Background: an optimization exercise with open tools, aiming at small area. Do not read the settings as production practice.
Only simulation tests tie the RTL to the original design; equivalence was not proved.
Power figures rest on the tool's default switching activity, not on a simulated workload.

==> 12-04 <==
==> flow/design.v <==
module processor (input clk,
                  input reset,
                  input sample_clock,
                  input [7:0] evt,
                  input [31:0] ram_dout,
                  input [31:0] osc_rom_dout,
                  output reg [7:0] ram_raddr,
                  output reg [7:0] ram_waddr,
                  output reg [31:0] ram_din,
                  output reg ram_wen,
                  output [9:0] osc_rom_raddr,
                  output reg clear_evt,
                  output [31:0] out);
    localparam [5:0] INIT  = 6'd0,  WAIT  = 6'd1,
                     KP0   = 6'd2,  KP1   = 6'd3,  KP2  = 6'd4,
                     KR0   = 6'd5,  KR1   = 6'd6,
                     MRV   = 6'd7,  MRF   = 6'd8,  MRO  = 6'd9,  MRC = 6'd10,
                     MFR   = 6'd11, MDC   = 6'd12,
                     MCV   = 6'd13, MCF   = 6'd14, MCO  = 6'd15, MCC = 6'd16,
                     ORC0  = 6'd17, ORC1  = 6'd18, NRS  = 6'd19,
                     NR0   = 6'd20, NR1   = 6'd21, NR2  = 6'd22,
                     LK    = 6'd23, N0    = 6'd24, N1   = 6'd25, MIX = 6'd26,
                     NW0   = 6'd27, NW1   = 6'd28, MOUT = 6'd29,
                     FRC0  = 6'd30, FRC1  = 6'd31, FILT = 6'd32,
                     RV0   = 6'd33, RV1   = 6'd34,
                     WOH   = 6'd35, WOII  = 6'd36, WOIW = 6'd37;
    reg [5:0]  state, next_state;
    reg        prev_sc;
    reg [4:0]  note;
    reg [31:0] phase;
    reg [2:0]  osc;
    reg [31:0] lfsr;
    reg [36:0] sum;       
    reg [31:0] om;        
    reg [1:0]  fc;
    reg [1:0]  menu;
    reg [2:0]  vol;
    reg [7:0]  hist;      
    reg [2:0]  widx;
    function [36:0] add37(input [36:0] a, input [36:0] b);
        integer k;
        reg c;
        begin
            c = 1'b0;
            for (k = 0; k < 37; k = k + 1) begin
                add37[k] = a[k] ^ b[k] ^ c;
                c = (a[k] & b[k]) | (c & (a[k] ^ b[k]));
            end
        end
    endfunction
    function [31:0] add32(input [31:0] a, input [31:0] b);
        integer k;
        reg c;
        begin
            c = 1'b0;
            for (k = 0; k < 32; k = k + 1) begin
                add32[k] = a[k] ^ b[k] ^ c;
                c = (a[k] & b[k]) | (c & (a[k] ^ b[k]));
            end
        end
    endfunction
    wire [2:0] et = evt[7:5];
    wire ev_press   = et == 3'd1;
    wire ev_release = et == 3'd2;
    wire ev_inc     = et == 3'd3;
    wire ev_dec     = et == 3'd4;
    wire ev_menu    = et == 3'd5;
    wire is_noise  = osc == 3'd4;
    wire note_last = note == 5'd23;
    always @(posedge clk)
        if (reset) state <= INIT;
        else       state <= next_state;
    always @(*) begin
        next_state = INIT;
        case (state)
            INIT: next_state = WAIT;
            WAIT:
                if (!prev_sc && sample_clock)          next_state = ORC0;
                else if (ev_press)                     next_state = KP0;
                else if (ev_release)                   next_state = KR0;
                else if (ev_inc | ev_dec | ev_menu)    next_state = MRV;
                else                                   next_state = WAIT;
            KP0:  next_state = KP1;
            KP1:  next_state = KP2;
            KP2:  next_state = WAIT;
            KR0:  next_state = KR1;
            KR1:  next_state = WAIT;
            MRV:  next_state = MRF;
            MRF:  next_state = MRO;
            MRO:  next_state = MRC;
            MRC:  next_state = MFR;
            MFR:  next_state = MDC;
            MDC:
                if (ev_menu)           next_state = MCC;
                else if (menu == 2'd0) next_state = MCV;
                else if (menu == 2'd1) next_state = MCF;
                else if (menu == 2'd2) next_state = MCO;
                else                   next_state = WAIT;
            MCV, MCF, MCO, MCC: next_state = WAIT;
            ORC0: next_state = ORC1;
            ORC1: next_state = NRS;
            NRS:  next_state = NR0;
            NR0:  next_state = NR1;
            NR1:  next_state = NR2;
            NR2:  next_state = is_noise ? N0 : LK;
            LK:   next_state = MIX;
            N0:   next_state = N1;
            N1:   next_state = MIX;
            MIX:  next_state = NW0;
            NW0:  next_state = NW1;
            NW1:  next_state = note_last ? MOUT : NR0;
            MOUT: next_state = FRC0;
            FRC0: next_state = FRC1;
            FRC1: next_state = FILT;
            FILT: next_state = RV0;
            RV0:  next_state = RV1;
            RV1:  next_state = (widx == 3'd0) ? WOH : WOIW;
            WOH:  next_state = WOII;
            WOII: next_state = WOIW;
            WOIW: next_state = WAIT;
            default: next_state = INIT;
        endcase
    end
    always @(posedge clk)
        if (state == INIT)      prev_sc <= 1'b0;
        else if (state == WAIT) prev_sc <= sample_clock;
    always @(posedge clk)
        if (state == KP0 || state == KR0) note <= evt[4:0];
        else if (state == NRS)            note <= 5'd0;
        else if (state == NW1)            note <= note + 5'd1;
    always @(posedge clk)
        if (state == INIT)     phase[31:24] <= 8'd0;
        else if (state == NR2) phase[31:24] <= ram_dout[31:24];
    always @(posedge clk)
        if (state == NR2)      phase[23:0] <= ram_dout[23:0];
    always @(posedge clk)
        if (state == INIT)                     osc[1:0] <= 2'd0;
        else if (state == ORC1 || state == MRC) osc[1:0] <= ram_dout[1:0];
    always @(posedge clk)
        if (state == ORC1 || state == MRC)     osc[2] <= ram_dout[2];
    wire [31:0] lfsr_nx = {lfsr[30:0], lfsr[1] ^ lfsr[5] ^ lfsr[6] ^ lfsr[31]};
    always @(posedge clk)
        if (state == INIT)                    lfsr <= 32'd4190284019;
        else if (state == NR1 && is_noise)    lfsr <= lfsr_nx;
    wire [31:0] smp  = is_noise ? lfsr_nx : osc_rom_dout;
    wire        acc  = (state == NR1) && ram_dout[0];
    wire        corr   = (state == NR2) && note_last && sum[36];
    wire        dstep  = (state == MIX || state == NW0 || state == NW1) && note_last;
    wire [36:0] addend = acc  ? {{5{smp[31]}}, smp} :
                         corr ? 37'd23 : 37'd0;
    wire [36:0] base   = (state == NRS) ? 37'd0 : sum;
    reg        rr0;
    reg        r0, r1, nr0, nr1, b;
    reg [10:0] q;
    integer i;
    always @(*) begin
        r1 = sum[36];
        r0 = (state == MIX) ? 1'b0 : rr0;
        for (i = 10; i >= 0; i = i - 1) begin
            b    = sum[25 + i];
            q[i] = r1 | (r0 & b);
            nr0  = (~r1 & ~r0 & b) | (r1 & ~b);
            nr1  = (r0 & ~b) | (r1 & b);
            r0   = nr0;
            r1   = nr1;
        end
    end
    always @(posedge clk)
        if (dstep) begin
            sum <= {r1, sum[24:0], q};
            rr0 <= r0;
        end else
            sum <= add37(base, addend);
    always @(posedge clk)
        if (state == INIT)      om <= 32'd0;
        else if (state == FILT) om <= sum[31:0];
    always @(posedge clk)
        if (state == INIT)                      fc[0] <= 1'b0;
        else if (state == MRO || state == FRC1) fc[0] <= ram_dout[0];
    always @(posedge clk)
        if (state == MRO || state == FRC1)      fc[1] <= ram_dout[1];
    always @(posedge clk)
        if (state == MFR) menu <= ram_dout[1:0];
    always @(posedge clk)
        if (state == INIT)                    vol <= 3'd0;
        else if (state == MRF || state == RV1) vol <= ram_dout[2:0];
    always @(posedge clk)
        if (state == INIT)      hist <= 8'd52;
        else if (state == WOII) hist <= (hist == 8'd211) ? 8'd52 : hist + 8'd1;
    always @(posedge clk)
        if (state == INIT)      widx <= 3'd0;
        else if (state == WOIW) widx <= widx + 3'd1;
    wire        window = (state == FRC0) || (state == FRC1) || (state == FILT);
    wire [31:0] mix    = window ? sum[31:0] : om;
    wire signed [31:0] fout = fc[0] ? mix : {4'd0, om[31], om[31:5]};
    assign out = fout >>> (3'd4 - vol);
    assign osc_rom_raddr = {osc[1:0], phase[31:24]};
    reg [26:0] step;
    always @(*)
        case (note)
            5'd0:  step = 27'd23353758;
            5'd1:  step = 27'd24785406;
            5'd2:  step = 27'd26306532;
            5'd3:  step = 27'd27827658;
            5'd4:  step = 27'd29527740;
            5'd5:  step = 27'd31227822;
            5'd6:  step = 27'd33106860;
            5'd7:  step = 27'd35075376;
            5'd8:  step = 27'd37133370;
            5'd9:  step = 27'd39370320;
            5'd10: step = 27'd41696748;
            5'd11: step = 27'd44202132;
            5'd12: step = 27'd46796994;
            5'd13: step = 27'd49570812;
            5'd14: step = 27'd52523586;
            5'd15: step = 27'd55655316;
            5'd16: step = 27'd58966002;
            5'd17: step = 27'd62455644;
            5'd18: step = 27'd66213720;
            5'd19: step = 27'd70150752;
            5'd20: step = 27'd74356218;
            5'd21: step = 27'd78740640;
            5'd22: step = 27'd83393496;
            5'd23: step = 27'd88404264;
            default: step = 27'd0;
        endcase
    wire [31:0] next_phase = add32(phase, {5'd0, step});
    wire [2:0] next_vol = ev_inc ? ((vol == 3'd4) ? 3'd0 : vol + 3'd1)
                                 : ((vol == 3'd0) ? 3'd4 : vol - 3'd1);
    wire [1:0] next_fc  = ev_inc ? ((fc == 2'd1) ? 2'd0 : fc + 2'd1)
                                 : ((fc == 2'd0) ? 2'd1 : fc - 2'd1);
    wire [2:0] next_osc = ev_inc ? ((osc == 3'd4) ? 3'd0 : osc + 3'd1)
                                 : ((osc == 3'd0) ? 3'd4 : osc - 3'd1);
    wire [1:0] next_menu = (menu == 2'd2) ? 2'd0 : menu + 2'd1;
    always @(*) begin
        ram_raddr = 8'd0;
        ram_waddr = 8'd0;
        ram_din   = 32'd0;
        ram_wen   = 1'b0;
        clear_evt = 1'b0;
        case (state)
            KP0, KR0: clear_evt = 1'b1;
            KP1:  begin ram_wen = 1'b1; ram_waddr = 8'd4 + note;  ram_din = 32'd1; end
            KP2:  begin ram_wen = 1'b1; ram_waddr = 8'd28 + note; end
            KR1:  begin ram_wen = 1'b1; ram_waddr = 8'd4 + note;  end
            MRF:  ram_raddr = 8'd1;
            MRO:  ram_raddr = 8'd2;
            MRC:  ram_raddr = 8'd3;
            MCV:  begin clear_evt = 1'b1; ram_wen = 1'b1; ram_waddr = 8'd0; ram_din = {29'd0, next_vol}; end
            MCF:  begin clear_evt = 1'b1; ram_wen = 1'b1; ram_waddr = 8'd1; ram_din = {30'd0, next_fc}; end
            MCO:  begin clear_evt = 1'b1; ram_wen = 1'b1; ram_waddr = 8'd2; ram_din = {29'd0, next_osc}; end
            MCC:  begin clear_evt = 1'b1; ram_wen = 1'b1; ram_waddr = 8'd3; ram_din = {30'd0, next_menu}; end
            ORC0: ram_raddr = 8'd2;
            NR0:  ram_raddr = 8'd4 + note;
            NR1:  ram_raddr = 8'd28 + note;
            NW0:  begin ram_wen = 1'b1; ram_waddr = 8'd28 + note; ram_din = next_phase; end
            FRC0: ram_raddr = 8'd1;
            WOH:  begin ram_wen = 1'b1; ram_waddr = hist; ram_din = out; end
            default: ;
        endcase
    end
endmodule
==> flow/run.sh <==
#!/bin/bash
# synth_recipe.tcl (not shown) runs the flow's synth.tcl, then flattens the netlist and writes it again
# the make line also repeats each setting of config.mk as NAME=value (left out here)
make -C /OpenROAD-flow-scripts/flow DESIGN_CONFIG=/design/flow/config.mk WORK_HOME=/design/flow/orfs CLKGATE_MAP_FILE= SYNTH_SCRIPT=/design/flow/synth_recipe.tcl finish
==> flow/config.mk <==
export PLATFORM = sky130hd
export DESIGN_NAME = processor
export DESIGN_NICKNAME = processor
export VERILOG_FILES = /design/flow/design.v
export SDC_FILE = /design/flow/constraint.sdc
export NUM_CORES = 4
export LEC_CHECK = 0
export ABC_AREA = 1
export CAP_MARGIN = 20
export CORE_MARGIN = 2
export CORE_UTILIZATION = 40
export SLEW_MARGIN = 20
==> flow/constraint.sdc <==
create_clock -name core_clock -period 20.0 [get_ports {clk}]
set_input_delay 4.0000 -clock core_clock [delete_from_list [all_inputs] [get_ports {clk}]]
set_output_delay 4.0000 -clock core_clock [all_outputs]
set_load 0.01 [all_outputs]
==> 01-03 (differences from 12-04) <==
--- a/flow/config.mk
+++ b/flow/config.mk
@@ -7,6 +7,6 @@
 export LEC_CHECK = 0
 export ABC_AREA = 1
-export CAP_MARGIN = 20
+export CAP_MARGIN = 0
 export CORE_MARGIN = 2
-export CORE_UTILIZATION = 40
-export SLEW_MARGIN = 20
+export CORE_UTILIZATION = 60
+export SLEW_MARGIN = 0
==> comparison table <==
| item | 12-04 | 01-03 |
|---|---|---|
| Run status | complete, no violations | complete, no violations |
| Routed Wire Length | 43300 um | 42100 um |
| Antenna violations before repair | 2 | 1 |
| Worst vdd ir | 83.3 uV | 76.8 uV |
| Internal power component | 899 uW | 881 uW |
| Signal buffers | 180 | 179 |
| Final clock period utilization by the worst path | 0.937 | 0.942 |
| Met3 wire length | 2930 um | 3360 um |
| Global-route wire length before repair | 67500 um | 64800 um |
| P_clk | 352 uW | 344 uW |
| Clock buffer count | 24 | 19 |
| Maximum clock frequency | 53.4 MHz | 53.1 MHz |
| Estimated wirelength of the detail-placed design | 33300 um | 31700 um |
| Time the final worst path needs with I/O delays and setup | 18.74 ns | 18.85 ns |
| Portion of total power attributed to sequential cells | 0.314 | 0.315 |
| Sequential fraction of total cell area | 0.273 | 0.276 |
| Initial cell density of the core | 0.409 | 0.615 |
| Met2 Usage GRT | 0.427 | 0.618 |
| Final net count | 2088 | 2087 |
| Critical-path maximum fanout | 11 | 29 |
| Register-to-register setup slack | 4.35 ns | 4.13 ns |

==> port drivers added, routing unchanged <==
The results above use ideal ports. As a check the final layouts listed here were re-extracted and re-timed, cells and wires unchanged.
Step 1: set_driving_cell puts a clkbuf_16 on clk and a buf_2 on each other input, an assumption about the parent block.
Step 2 adds t to the input delays and takes it off the output delays; t is the mean of the earliest and latest rising clock arrival at the registers after step 1. Input paths then give back, and output paths get back, about the clock's delay inside the block.
Slacks: ideal / step 1 / step 2; pairs: ideal / step 1.
| run | t, ns | slack for setup (ns) | worst setup path at the end | slew at the worst register clock pin (ns) | worst slew at a driven data input, ns |
|---|---|---|---|---|---|
| 12-04 | 0.502 | 1.260 / 1.295 / 0.792 | input to register | 0.08 / 0.08 | 0.06 |
| 01-03 | 0.495 | 1.154 / 1.177 / 0.682 | input to register | 0.08 / 0.08 | 0.06 |
After both steps setup and hold are still met in every run listed. For 01-03, which loses most, drivers alone change the setup slack by +0.023 ns; drivers and shift together by -0.472 ns.
